Context: an optimization exercise on an open-source flow, tuned for small area. The choices shown serve that exercise and are no tape-out recipe.
Function was checked by simulation only, so behaviour that the tests miss may differ from the original.
The flow treats the clock pin as an ideal source, which a real chip does not have.
No activity file was given, so power comes from the tool's default toggle rates.

==> inputs of run a <==
// top_nexys_a7
module top_nexys_a7 (
    input  logic       clock,
    input  logic       reset,
    input  logic       hx711_data_in,
    output logic       hx711_sclk_out,
    output logic [5:0] states_led,
    output logic [7:0] DDP,
    output logic [7:0] AN
);
export LEC_CHECK = 0
export CAP_MARGIN = 20
export CORE_MARGIN = 2
export CORE_UTILIZATION = 60
export SLEW_MARGIN = 20
create_clock -name core_clock -period 40.0 [get_ports {clock}]
standard.sh (not shown) runs the stock make flow with config.mk's settings and CLKGATE_MAP_FILE= SYNTH_SCRIPT=/design/flow/synth_recipe.tcl, a recipe that flattens the netlist after the stock synthesis.
==> flow/flow/run.sh <==
#!/bin/bash
# Standard layout (standard synthesis unchanged), with two layout options:
# output port buffers use buf_1, and the clock tree uses clkbuf_8 without
# dummy loads.
set -uo pipefail
bash standard.sh \
  DONT_BUFFER_PORTS=1 \
  "PRE_GLOBAL_PLACE_TCL=$PWD/flow/pre_gpl.tcl" \
  "POST_CTS_TCL=$PWD/flow/post_cts.tcl" \
  "CTS_ARGS=-sink_clustering_enable -repair_clock_nets -buf_list sky130_fd_sc_hd__clkbuf_4 -dont_use_dummy_load" \
  finish > flow_make.log 2>&1
status=$?
cp -r orfs/logs flow_logs 2>/dev/null || true
exit $status
==> flow/flow/post_cts.tcl <==
# The clock tree is built from clkbuf_4; any clock buffer driving 10 or more
# pins (the root and the fuller leaves) is then set to clkbuf_8, so that every
# flip-flop clock pin keeps a fast slew, and the placement legalised again.
set big [get_lib_cells sky130_fd_sc_hd__clkbuf_8]
set n 0
foreach inst [get_cells clkbuf_*] {
  if {[get_property $inst ref_name] ne "sky130_fd_sc_hd__clkbuf_4"} { continue }
  set out [get_pins -of_objects $inst -filter "direction==output"]
  set fo [llength [get_pins -of_objects [get_nets -of_objects $out] -filter "direction==input"]]
  if {$fo >= 10} {
    replace_cell $inst $big
    incr n
  }
}
puts "post_cts: $n clock buffers set to clkbuf_8"
detailed_placement
check_placement -verbose
==> flow/flow/pre_gpl.tcl <==
# Port buffering in place of the standard step (DONT_BUFFER_PORTS=1):
# every input and output port still gets a buffer; outputs use buf_1.
buffer_ports -inputs
buffer_ports -outputs -buffer_cell sky130_fd_sc_hd__buf_1
==> inputs of run b, as changes to run a <==
--- a/flow/flow/run.sh
+++ b/flow/flow/run.sh
@@ -1,6 +1,8 @@
 #!/bin/bash
-# Standard layout (standard synthesis unchanged), with two layout options:
-# output port buffers use buf_1, and the clock tree uses clkbuf_8 without
-# dummy loads.
+# Standard layout (standard synthesis unchanged), with these layout options:
+# output port buffers use buf_1 (pre_gpl.tcl); the clock tree is built from
+# clkbuf_4 without dummy loads, and clock buffers driving 10 or more pins are
+# then set to clkbuf_8 (post_cts.tcl). Each tool's full log stays under
+# orfs/logs (copied to flow_logs); make's own output goes to flow_make.log.
 set -uo pipefail
 bash standard.sh \
- CORE_UTILIZATION: 60 -> 75
==> flow_summary_export.csv <==
group,metric,value,unit
critical_path,crit_required,40.35,ns
finish,buf_share,0.00468,
pwr,total_power,0.268,mW
route,drt-wirelength-per-cell,17.0,um
critical_path,rr_worst_depth,66,
floorplan,coreArea,12100,um^2
timing,holdWs,0.426,ns
pwr,power_density,27.8,nW/um^2
critical_path,rrSetupSlack,15.65,ns
placed_design,dp.cells,1034,
route,wl_met1,7.78,mm
outcome,status,"no timing/DRC/antenna violations",
timing,finClkSkew,0.0332,ns
floorplan,rows,40,
global_routing,grt.met1_usage,0.393,
global_routing,grt_max_degree,45,
timing,tightest_slew,1.08,ns
finish,final-clk-cell-share,0.0224,
floorplan,initial_utilization,0.775,
finish,area_delta_synth_final,2.60,%
the above is filed under run b

==> flow_summary_export.csv <==
group,metric,value,unit
global_routing,grt_max_degree,58,
finish,area_delta_synth_final,2.91,%
critical_path,crit_required,40.34,ns
route,drt-wirelength-per-cell,16.4,um
floorplan,initial_utilization,0.615,
timing,holdWs,0.440,ns
pwr,total_power,0.263,mW
pwr,power_density,27.3,nW/um^2
global_routing,grt.met1_usage,0.320,
critical_path,rrSetupSlack,15.80,ns
finish,final-clk-cell-share,0.0197,
critical_path,rr_worst_depth,67,
outcome,status,"no timing/DRC/antenna violations",
the above is filed under run a



==> yarrow: inputs <==
top_nexys_a7, a different RTL version from the one above (not shown whole).
==> module hx711driver, before the edit <==
module hx711driver (
    input  logic        clk,
    input  logic        reset,
    input  logic        ce,
    input  logic        hx711_in,
    output logic [23:0] dout,
    output logic        hx711_done_tick,
    output logic        sclk,
    output logic        last_phase      
);
    logic [5:0]  ph;
    logic [5:0]  c;
    logic [23:0] si;
    logic c_end, active, ph_last;
    assign active  = |ph;
    assign c_end   = c[5] & c[4] & c[1];             
    assign ph_last = ph[5] & ph[4] & ph[1] & ph[0];   
    logic c_clr, ph_inc, ph_clr;
    assign c_clr  = ce & (~active | c_end);
    assign ph_inc = ce & (active ? c_end : ~hx711_in);
    assign ph_clr = ce & c_end & ph_last;
    logic [6:0] cc, pc;
    assign cc[0] = ce;
    assign pc[0] = ph_inc;
    genvar i;
    for (i = 0; i < 6; i++) begin : g_inc
        assign cc[i+1] = cc[i] & c[i];
        assign pc[i+1] = pc[i] & ph[i];
    end
    always_ff @(posedge clk, posedge reset)
        if (reset) ph <= '0;
        else       ph <= ph_clr ? 6'd0 : (ph ^ pc[5:0]);
    always_ff @(posedge clk)
        c <= c_clr ? 6'd0 : (c ^ cc[5:0]);
    always_ff @(posedge clk)
        if (ce && c_end && active && !ph[0] && !(ph[5] & ph[4] & ph[1]))
            si <= {si[22:0], hx711_in};
    assign dout = si;
    assign hx711_done_tick = ph_last & c_end;
    assign sclk = active & ~ph[0];
    assign last_phase = ph_last;
endmodule
==> module seven_seg_driver, before the edit <==
module seven_seg_driver (
    input  logic        clock,
    input  logic        reset,
    input  logic        om_msb,   
    input  logic        sgn,
    input  logic        busy_soon,  
    output logic        rot,      
    input  logic        qbit,     
    input  logic        conv_q,   
    input  logic        clr_q,    
    input  logic        load,     
    output logic        ce,       
    output logic [7:0]  segments_out,
    output logic [7:0]  anodes_out
);
    logic [9:0]  refresh_counter;
    logic        refresh_tick;
    logic [2:0]  digit_selector;
    logic [27:0] wb;
    logic        clean;
    logic        rot_go;
    logic [3:0]  cur, nxt;
    logic [10:0] rc;
    assign rc[0] = 1'b1;
    genvar i;
    for (i = 0; i < 10; i++) begin : g_inc
        assign rc[i+1] = rc[i] & refresh_counter[i];
    end
    logic [3:0] dc;
    assign dc[0] = refresh_tick;
    for (i = 0; i < 3; i++) begin : g_dinc
        assign dc[i+1] = dc[i] & digit_selector[i];
    end
    logic [2:0] dsel_n;               
    assign dsel_n = digit_selector ^ dc[2:0];
    logic [4:0] j;
    assign j = refresh_counter[4:0];
    logic per_clr;
    assign per_clr = ~(j[4] | j[3]);
    logic bin;
    assign bin = conv_q ? qbit : (om_msb ^ sgn);
    assign rot = rot_go & ~per_clr;
    logic wclr;
    assign wclr = conv_q ? clr_q : per_clr;
    logic valid;
    assign valid = clean & rot_go & ~(|j);
    function automatic [3:0] add3(input [3:0] d);
        case (d)
            4'd5: add3 = 4'd8;
            4'd6: add3 = 4'd9;
            4'd7: add3 = 4'd10;
            4'd8: add3 = 4'd11;
            4'd9: add3 = 4'd12;
            default: add3 = d;
        endcase
    endfunction
    logic [27:0] wb_adj;
    for (i = 0; i < 6; i++) begin : g_dd
        assign wb_adj[i*4 +: 4] = add3(wb[i*4 +: 4]);
    end
    assign wb_adj[27:24] = wb[27:24];
    logic [3:0] ev, od, ev1;
    always_comb begin
        case (dsel_n[2:1])
            2'd0: begin ev = wb[3:0];   od = wb[7:4];   ev1 = wb[11:8];  end
            2'd1: begin ev = wb[11:8];  od = wb[15:12]; ev1 = wb[19:16]; end
            2'd2: begin ev = wb[19:16]; od = wb[23:20]; ev1 = wb[27:24]; end
            default: begin ev = wb[27:24]; od = 4'd0;   ev1 = wb[3:0];   end
        endcase
    end
    logic [3:0] dig_a, dig_b;
    assign dig_a = dsel_n[0] ? od : ev;
    assign dig_b = dsel_n[0] ? ev1 : od;
    always_ff @(posedge clock, posedge reset)
        if (reset) begin
            refresh_counter <= '0;
            refresh_tick    <= 1'b0;
            digit_selector  <= '0;
            clean           <= 1'b0;
            rot_go          <= 1'b0;
            cur             <= '0;
        end else begin
            refresh_counter <= refresh_counter ^ rc[9:0];
            refresh_tick    <= rc[10];
            digit_selector  <= dsel_n;
            if (conv_q)       clean <= 1'b0;
            else if (per_clr) clean <= 1'b1;
            if (j == 5'd7)    rot_go <= ~conv_q & ~busy_soon;
            if (load | valid)      cur <= dig_a;
            else if (refresh_tick) cur <= nxt;
        end
    always_ff @(posedge clock) begin
        wb <= wclr ? 28'd0 : {wb_adj[26:0], bin};
        if (load | valid) nxt <= dig_b;
    end
    assign ce = ~refresh_counter[0];
    always_comb
        case (cur)
            4'd0:    segments_out = 8'b00000011;
            4'd1:    segments_out = 8'b10011111;
            4'd2:    segments_out = 8'b00100101;
            4'd3:    segments_out = 8'b00001101;
            4'd4:    segments_out = 8'b10011001;
            4'd5:    segments_out = 8'b01001001;
            4'd6:    segments_out = 8'b01000001;
            4'd7:    segments_out = 8'b00011111;
            4'd8:    segments_out = 8'b00000001;
            4'd9:    segments_out = 8'b00001001;
            default: segments_out = 8'b11111111;
        endcase
    always_comb
        case (digit_selector)
            3'd0: anodes_out = 8'b11111110;
            3'd1: anodes_out = 8'b11111101;
            3'd2: anodes_out = 8'b11111011;
            3'd3: anodes_out = 8'b11110111;
            3'd4: anodes_out = 8'b11101111;
            3'd5: anodes_out = 8'b11011111;
            3'd6: anodes_out = 8'b10111111;
            default: anodes_out = 8'b01111111;
        endcase
endmodule
Settings: LEC_CHECK=0, CAP_MARGIN=20, CORE_MARGIN=2, CORE_UTILIZATION=40, SLEW_MARGIN=20; clock period 40.0 ns.
==> flow/flow/run.sh <==
#!/bin/bash
# Standard layout (standard synthesis unchanged), with these layout options:
# ABC's buffers are removed and combinational cells set to their lowest drive
# after floorplan (placement's repair_design fixes slew/cap), output port
# buffers use buf_1, and the clock tree uses clkbuf_8 without dummy loads.
set -uo pipefail
bash standard.sh \
  REMOVE_ABC_BUFFERS=1 \
  "POST_FLOORPLAN_TCL=$PWD/flow/post_fp.tcl" \
  DONT_BUFFER_PORTS=1 \
  "PRE_GLOBAL_PLACE_TCL=$PWD/flow/pre_gpl.tcl" \
  "CTS_ARGS=-sink_clustering_enable -repair_clock_nets -buf_list sky130_fd_sc_hd__clkbuf_8 -dont_use_dummy_load" \
  finish > flow_make.log 2>&1
status=$?
cp -r orfs/logs flow_logs 2>/dev/null || true
exit $status
==> flow/flow/post_fp.tcl <==
# After floorplan (ABC's buffers already removed): set every combinational cell
# to its lowest drive strength; the placement step's repair_design then fixes
# any slew or capacitance violation.
set n 0
foreach inst [get_cells *] {
  set m [get_property $inst ref_name]
  if {[regexp {^sky130_fd_sc_hd__(df|edf|sdf|dl|tap|fill|decap|conb|clk|lpflow|probe)} $m]} { continue }
  if {![regexp {^(sky130_fd_sc_hd__.+)_([0-9]+)$} $m -> base drv]} { continue }
  foreach d {0 1 2} {
    if {$d >= $drv} { break }
    set cand [get_lib_cells -quiet ${base}_$d]
    if {[llength $cand] > 0} {
      replace_cell $inst [lindex $cand 0]
      incr n
      break
    }
  }
}
puts "post_fp: downsized $n cells"
Scripts as last shown in full above: flow/flow/pre_gpl.tcl
==> willow (differences from yarrow) <==
--- a/flow/design.v
+++ b/flow/design.v
@@ -46,26 +46,26 @@
     input  logic        clock,
     input  logic        reset,
     input  logic        om_msb,   
     input  logic        sgn,
     input  logic        busy_soon,  
     output logic        rot,      
     input  logic        qbit,     
-    input  logic        conv_q,   
-    input  logic        clr_q,    
+    input  logic        wend,     
+    input  logic        q_mode,   
+    input  logic        q_clr,    
     input  logic        load,     
     output logic        ce,       
     output logic [7:0]  segments_out,
     output logic [7:0]  anodes_out
 );
     logic [9:0]  refresh_counter;
     logic        refresh_tick;
     logic [2:0]  digit_selector;
     logic [27:0] wb;
-    logic        clean;
     logic        rot_go;
     logic [3:0]  cur, nxt;
     logic [10:0] rc;
     assign rc[0] = 1'b1;
     genvar i;
     for (i = 0; i < 10; i++) begin : g_inc
         assign rc[i+1] = rc[i] & refresh_counter[i];
@@ -78,20 +78,20 @@
     logic [2:0] dsel_n;               
     assign dsel_n = digit_selector ^ dc[2:0];
     logic [4:0] j;
     assign j = refresh_counter[4:0];
     logic per_clr;
     assign per_clr = ~(j[4] | j[3]);
     logic bin;
-    assign bin = conv_q ? qbit : (om_msb ^ sgn);
+    assign bin = q_mode ? qbit : (om_msb ^ sgn);
     assign rot = rot_go & ~per_clr;
     logic wclr;
-    assign wclr = conv_q ? clr_q : per_clr;
+    assign wclr = q_mode ? q_clr : per_clr;
     logic valid;
-    assign valid = clean & rot_go & ~(|j);
+    assign valid = rot_go & ~(|j);
     function automatic [3:0] add3(input [3:0] d);
         case (d)
             4'd5: add3 = 4'd8;
             4'd6: add3 = 4'd9;
             4'd7: add3 = 4'd10;
             4'd8: add3 = 4'd11;
             4'd9: add3 = 4'd12;
@@ -116,24 +116,21 @@
     assign dig_a = dsel_n[0] ? od : ev;
     assign dig_b = dsel_n[0] ? ev1 : od;
     always_ff @(posedge clock, posedge reset)
         if (reset) begin
             refresh_counter <= '0;
             refresh_tick    <= 1'b0;
             digit_selector  <= '0;
-            clean           <= 1'b0;
             rot_go          <= 1'b0;
             cur             <= '0;
         end else begin
             refresh_counter <= refresh_counter ^ rc[9:0];
             refresh_tick    <= rc[10];
             digit_selector  <= dsel_n;
-            if (conv_q)       clean <= 1'b0;
-            else if (per_clr) clean <= 1'b1;
-            if (j == 5'd7)    rot_go <= ~conv_q & ~busy_soon;
+            if (j == 5'd7) rot_go <= ~wend & ~busy_soon;
             if (load | valid)      cur <= dig_a;
             else if (refresh_tick) cur <= nxt;
         end
     always_ff @(posedge clock) begin
         wb <= wclr ? 28'd0 : {wb_adj[26:0], bin};
         if (load | valid) nxt <= dig_b;
     end
@@ -242,16 +239,19 @@
     logic [4:0]  cnt;           
     logic [1:0]  outl;          
     logic [23:0] om;            
     logic        sgn;           
     logic        zero;          
     logic        led;
     logic [4:0]  rem;           
-    logic [5:0]  pv;            
-    logic        pneg;
+    logic [4:0]  pv;            
+    logic        pflag;         
+    assign rem   = timer[10:6];
+    assign pv    = timer[15:11];
+    assign pflag = timer[16];
     logic tmax;                 
     assign tmax = timer[16] & timer[15] & timer[10] & timer[9] & timer[7]
                 & timer[4] & timer[3] & timer[2] & timer[1] & timer[0];
     logic in_idle, in_smp, in_s3, in_prep, in_div, in_upd, in_cln;
     assign in_idle = (state == ST_IDLE);
     assign in_smp  = (state == ST_S1) | (state == ST_S2) | (state == ST_S3);
     assign in_s3   = (state == ST_S3);
@@ -290,42 +290,38 @@
     logic [5:0] rt, rsub;
     assign rt = {rem, dbit};
     logic qbit;
     rca #(6) u_dsub (.a(rt), .b(~{1'b0, cnt}), .cin(1'b1), .s(rsub), .cout(qbit));
     logic rot;
     logic mshift;
     assign mshift = in_div & timer[5] & (timer[4] | timer[3]);
-    logic xo;
-    assign xo = om[23] ^ sgn;
-    logic [2:0] delta;
-    always_comb
-        case ({sgn, sn, xo, qbit})
-            4'b0100, 4'b0000, 4'b0011,
-            4'b1000, 4'b1011, 4'b1100, 4'b1111: delta = 3'b000;
-            4'b0110, 4'b0101, 4'b0010,
-            4'b1001, 4'b1101:                   delta = 3'b001;
-            4'b0111:                            delta = 3'b010;
-            default:                            delta = 3'b111;   
-        endcase
-    logic p_inc, p_dec, p_f;
-    assign p_inc = ~delta[2] & delta[1];
-    assign p_dec = delta[2];
-    assign p_f   = delta[0];
-    logic [6:0] pc;
-    logic [5:0] pu;
+    logic xg, yg;
+    assign xg = (om[23] ^ sgn) & mshift;
+    assign yg = qbit & mshift;
+    logic p_f, p_inc, p_dec;
+    assign p_f   = xg ^ yg;
+    assign p_inc = ~sgn & sn & xg & yg;
+    assign p_dec = sgn ? (sn ? (xg & ~yg) : (xg | yg)) : (~sn & ~xg & yg);
+    logic [5:0] pc;
+    logic [4:0] pu;             
     assign pc[0] = p_inc | p_dec;
     genvar gi;
-    for (gi = 0; gi < 6; gi++) begin : g_pu
+    for (gi = 0; gi < 5; gi++) begin : g_pu
         assign pu[gi]   = pv[gi] ^ pc[gi];
         assign pc[gi+1] = pc[gi] & (pv[gi] ^ p_dec);
     end
-    logic p_neg_n, p_big_n, pu_lt26;
-    assign p_neg_n = p_dec & pc[6];
-    lt_const #(6, 6'd26) u_p26 (.a(pu), .lt(pu_lt26));
-    assign p_big_n = ~p_neg_n & (~pu_lt26 | (pu == 6'd25 & p_f));
+    logic p_borrow, p_ovf, p_neg;
+    assign p_borrow = p_dec & pc[5];           
+    assign p_ovf    = p_inc & pc[5];           
+    assign p_neg    = pflag | p_borrow;
+    logic [4:0] pv_n;
+    assign pv_n = (pu[4] | p_ovf) ? 5'd31 : {pu[3:0], p_f};
+    logic pu_lt26, p_alert;
+    lt_const #(5, 5'd26) u_p26 (.a(pu), .lt(pu_lt26));
+    assign p_alert = ~p_neg & (p_ovf | ~pu_lt26 | ((pu == 5'd25) & p_f));
     always_ff @(posedge clock, posedge reset)
         if (reset) begin
             state <= ST_IDLE;
             outl  <= '0;
             om    <= '0;
             sgn   <= 1'b0;
             zero  <= 1'b1;
@@ -351,37 +347,28 @@
                 zero <= zero & ~qbit;
             end else if (rot)
                 om   <= {om[22:0], om[23]};
             if (in_upd) begin
                 led <= 1'b0;
                 if (cnt_nz) begin
                     sgn <= sn;
-                    led <= ~pneg & (pv == 6'd51) & ~(sgn & ~sn);
+                    led <= pflag;
                 end
             end
         end
     always_ff @(posedge clock) begin
         timer <= (t_clr | reset) ? 17'd0 : timer_n;
+        if (in_div)
+            timer[16:6] <= {(&timer[5:0]) ? p_alert : p_neg, pv_n,
+                            qbit ? rsub[4:0] : rt[4:0]};
         acc   <= reset ? 29'd0 : asum;      
         if (in_prep) sn <= acc[28];
         cnt   <= (in_cln | reset) ? 5'd0 : cnt_n;
     end
-    always_ff @(posedge clock) begin
-        if (in_prep) begin
-            rem  <= '0;
-            pv   <= '0;
-            pneg <= 1'b0;
-        end else begin
-            rem <= qbit ? rsub[4:0] : rt[4:0];
-            if (mshift && !pneg && pv != 6'd51) begin
-                pneg <= p_neg_n;
-                pv   <= p_big_n ? 6'd51 : {pu[4:0], p_f};
-            end
-        end
-    end
     assign states_led = {led, 1'b0, led, led, 1'b0, led};
     seven_seg_driver inst_display (
         .clock(clock), .reset(reset), .om_msb(om[23]), .sgn(sgn), .qbit(qbit),
         .busy_soon(last_phase), .rot(rot),
-        .conv_q(in_prep | in_div | in_upd), .clr_q(in_prep), .load(in_upd & cnt_nz),
+        .wend(in_prep | in_div | in_upd), .q_mode(in_div & timer[5]),
+        .q_clr(in_div & timer[5] & ~timer[4] & ~timer[3]), .load(in_upd & cnt_nz),
         .ce(ce), .segments_out(DDP), .anodes_out(AN));
 endmodule
==> flow/flow/run.sh (replaced) <==
#!/bin/bash
# Standard layout (standard synthesis unchanged), with these layout options:
# output port buffers use buf_1 (pre_gpl.tcl); the clock tree is built from
# clkbuf_4 without dummy loads, and clock buffers driving 10 or more pins are
# then set to clkbuf_8 (post_cts.tcl). Each tool's full log stays under
# orfs/logs (copied to flow_logs); make's own output goes to flow_make.log.
set -uo pipefail
bash standard.sh \
  DONT_BUFFER_PORTS=1 \
  "PRE_GLOBAL_PLACE_TCL=$PWD/flow/pre_gpl.tcl" \
  "POST_CTS_TCL=$PWD/flow/post_cts.tcl" \
  "CTS_ARGS=-sink_clustering_enable -repair_clock_nets -buf_list sky130_fd_sc_hd__clkbuf_4 -dont_use_dummy_load" \
  finish > flow_make.log 2>&1
status=$?
cp -r orfs/logs flow_logs 2>/dev/null || true
exit $status
==> flow/flow/post_cts.tcl (new file) <==
# The clock tree is built from clkbuf_4; any clock buffer driving 10 or more
# pins (the root and the fuller leaves) is then set to clkbuf_8, so that every
# flip-flop clock pin keeps a fast slew, and the placement legalised again.
set big [get_lib_cells sky130_fd_sc_hd__clkbuf_8]
set n 0
foreach inst [get_cells clkbuf_*] {
  if {[get_property $inst ref_name] ne "sky130_fd_sc_hd__clkbuf_4"} { continue }
  set out [get_pins -of_objects $inst -filter "direction==output"]
  set fo [llength [get_pins -of_objects [get_nets -of_objects $out] -filter "direction==input"]]
  if {$fo >= 12} {
    replace_cell $inst $big
    incr n
  }
}
puts "post_cts: $n clock buffers set to clkbuf_8"
detailed_placement
check_placement -verbose
- CORE_UTILIZATION: 40 -> 75
removed: flow/flow/post_fp.tcl
==> garnet (differences from yarrow) <==
--- a/flow/design.v
+++ b/flow/design.v
@@ -12,31 +12,36 @@
     logic [5:0]  ph;
     logic [5:0]  c;
     logic [23:0] si;
     logic c_end, active, ph_last;
     assign active  = |ph;
     assign c_end   = c[5] & c[4] & c[1];             
     assign ph_last = ph[5] & ph[4] & ph[1] & ph[0];   
-    logic c_clr, ph_inc, ph_clr;
-    assign c_clr  = ce & (~active | c_end);
-    assign ph_inc = ce & (active ? c_end : ~hx711_in);
-    assign ph_clr = ce & c_end & ph_last;
     logic [6:0] cc, pc;
-    assign cc[0] = ce;
-    assign pc[0] = ph_inc;
+    assign cc[0] = 1'b1;
+    assign pc[0] = 1'b1;
     genvar i;
     for (i = 0; i < 6; i++) begin : g_inc
         assign cc[i+1] = cc[i] & c[i];
         assign pc[i+1] = pc[i] & ph[i];
     end
     always_ff @(posedge clk, posedge reset)
-        if (reset) ph <= '0;
-        else       ph <= ph_clr ? 6'd0 : (ph ^ pc[5:0]);
+        if (reset)
+            ph <= '0;
+        else if (ce) begin
+            if (!active) begin
+                if (!hx711_in) ph <= 6'd1;
+            end else if (c_end)
+                ph <= ph_last ? 6'd0 : (ph ^ pc[5:0]);
+        end
     always_ff @(posedge clk)
-        c <= c_clr ? 6'd0 : (c ^ cc[5:0]);
+        if (ce) begin
+            if (!active || c_end) c <= '0;
+            else                  c <= c ^ cc[5:0];
+        end
     always_ff @(posedge clk)
         if (ce && c_end && active && !ph[0] && !(ph[5] & ph[4] & ph[1]))
             si <= {si[22:0], hx711_in};
     assign dout = si;
     assign hx711_done_tick = ph_last & c_end;
     assign sclk = active & ~ph[0];
     assign last_phase = ph_last;
@@ -71,16 +76,22 @@
         assign rc[i+1] = rc[i] & refresh_counter[i];
     end
     logic [3:0] dc;
     assign dc[0] = refresh_tick;
     for (i = 0; i < 3; i++) begin : g_dinc
         assign dc[i+1] = dc[i] & digit_selector[i];
     end
-    logic [2:0] dsel_n;               
+    logic [2:0] dsel_n, dsel_n1;      
     assign dsel_n = digit_selector ^ dc[2:0];
+    logic [3:0] dc1;
+    assign dc1[0] = 1'b1;
+    for (i = 0; i < 3; i++) begin : g_dinc1
+        assign dc1[i+1] = dc1[i] & dsel_n[i];
+    end
+    assign dsel_n1 = dsel_n ^ dc1[2:0];
     logic [4:0] j;
     assign j = refresh_counter[4:0];
     logic per_clr;
     assign per_clr = ~(j[4] | j[3]);
     logic bin;
     assign bin = conv_q ? qbit : (om_msb ^ sgn);
     assign rot = rot_go & ~per_clr;
@@ -99,26 +110,29 @@
         endcase
     endfunction
     logic [27:0] wb_adj;
     for (i = 0; i < 6; i++) begin : g_dd
         assign wb_adj[i*4 +: 4] = add3(wb[i*4 +: 4]);
     end
     assign wb_adj[27:24] = wb[27:24];
-    logic [3:0] ev, od, ev1;
-    always_comb begin
-        case (dsel_n[2:1])
-            2'd0: begin ev = wb[3:0];   od = wb[7:4];   ev1 = wb[11:8];  end
-            2'd1: begin ev = wb[11:8];  od = wb[15:12]; ev1 = wb[19:16]; end
-            2'd2: begin ev = wb[19:16]; od = wb[23:20]; ev1 = wb[27:24]; end
-            default: begin ev = wb[27:24]; od = 4'd0;   ev1 = wb[3:0];   end
+    function automatic [3:0] digit_of(input [27:0] w, input [2:0] s);
+        case (s)
+            3'd0: digit_of = w[3:0];
+            3'd1: digit_of = w[7:4];
+            3'd2: digit_of = w[11:8];
+            3'd3: digit_of = w[15:12];
+            3'd4: digit_of = w[19:16];
+            3'd5: digit_of = w[23:20];
+            3'd6: digit_of = w[27:24];
+            default: digit_of = 4'd0;
         endcase
-    end
+    endfunction
     logic [3:0] dig_a, dig_b;
-    assign dig_a = dsel_n[0] ? od : ev;
-    assign dig_b = dsel_n[0] ? ev1 : od;
+    assign dig_a = digit_of(wb, dsel_n);
+    assign dig_b = digit_of(wb, dsel_n1);
     always_ff @(posedge clock, posedge reset)
         if (reset) begin
             refresh_counter <= '0;
             refresh_tick    <= 1'b0;
             digit_selector  <= '0;
             clean           <= 1'b0;
             rot_go          <= 1'b0;
==> flow/flow/run.sh (replaced) <==
#!/bin/bash
# Standard layout (standard synthesis unchanged), with two layout options:
# output port buffers use buf_1, and the clock tree uses clkbuf_8 without
# dummy loads.
set -uo pipefail
bash standard.sh \
  DONT_BUFFER_PORTS=1 \
  "PRE_GLOBAL_PLACE_TCL=$PWD/flow/pre_gpl.tcl" \
  "CTS_ARGS=-sink_clustering_enable -repair_clock_nets -buf_list sky130_fd_sc_hd__clkbuf_8 -dont_use_dummy_load" \
  finish > flow_make.log 2>&1
status=$?
cp -r orfs/logs flow_logs 2>/dev/null || true
exit $status
removed: flow/flow/post_fp.tcl
==> reports/results.ini <==
[drt]
routed_wirelength_mm = 17.9
via_per_inst = 6.16

[floorplan]
rows = 40
fp.dieW_um = 116
die_y_um = 116

[finish]
multi_input_area_share_pct = 50.1

[synthesis]
synth_simple_gate_area_share_pct = 13.6

[timing]
period_share_pct = 61.0
worst_pin_slew_ns = 1.13

[critical_path]
critical_path.slowest_cell = fa_1
crit_required_ns = 40.33

[global_routing]
gr-usage-met3_pct = 6.28

[power_and_ir_drop]
powerComb_w = 0.00000227
power_w = 0.000260
clkPwrFrac_pct = 30.6

[status]
status = finished clean

[end of results for willow]
==> reports/results.ini <==
[drt]
routed_wirelength_mm = 18.4
via_per_inst = 5.17

[timing]
worst_pin_slew_ns = 0.955
period_share_pct = 59.7

[global_routing]
gr-usage-met3_pct = 3.04

[power_and_ir_drop]
clkPwrFrac_pct = 32.9
power_w = 0.000289
powerComb_w = 0.00000218

[synthesis]
synth_simple_gate_area_share_pct = 13.7

[floorplan]
die_y_um = 162
rows = 57
fp.dieW_um = 162

[critical_path]
critical_path.slowest_cell = dfrtp_1
max_stage_delay_ns = 0.50
crit_required_ns = 40.36

[finish]
multi_input_area_share_pct = 47.8
inv_count = 95

[status]
status = finished clean

[end of results for garnet]
==> reports/results.ini <==
[timing]
period_share_pct = 61.3
worst_pin_slew_ns = 1.01

[critical_path]
crit_required_ns = 40.33
critical_path.slowest_cell = a31oi_2

[drt]
routed_wirelength_mm = 16.9

[synthesis]
synth_simple_gate_area_share_pct = 13.8

[floorplan]
die_y_um = 160
rows = 56

[status]
status = finished clean

[finish]
multi_input_area_share_pct = 47.4

[end of results for yarrow]

## static timing again, ports no longer ideal
No port has a modelled driver above. Below, the same layouts with a new extraction and two added sets of constraints. Step 1 (the two cells are an assumption about what drives the block):
set clk [get_ports {clock}]
set_driving_cell -lib_cell sky130_fd_sc_hd__clkbuf_16 $clk
set_driving_cell -lib_cell sky130_fd_sc_hd__buf_2 [delete_from_list [all_inputs] $clk]
Step 2 times the ports against the registers' clock, not the clock port: input delays grow and output delays shrink by t, the midpoint of the rising clock arrivals with the driver on. a / b / c = ideal / step 1 / step 2; a / b = the first two.
run	t (ns)	setup slack, ns	worst setup path after step 2	cell pins on the clock port's net
run a	0.467	15.805 / 15.782 / 15.782	register to register	1
run b	0.490	15.648 / 15.624 / 15.624	register to register	1
yarrow	0.493	15.499 / 15.499 / 15.499	register to register	1
willow	0.482	15.620 / 15.595 / 15.595	register to register	1
garnet	0.482	16.111 / 16.111 / 16.111	register to register	1
After both steps every run listed still meets setup and hold. The setup slack of willow, which loses most, moves by -0.025 ns with the drivers and by -0.025 ns with both steps.
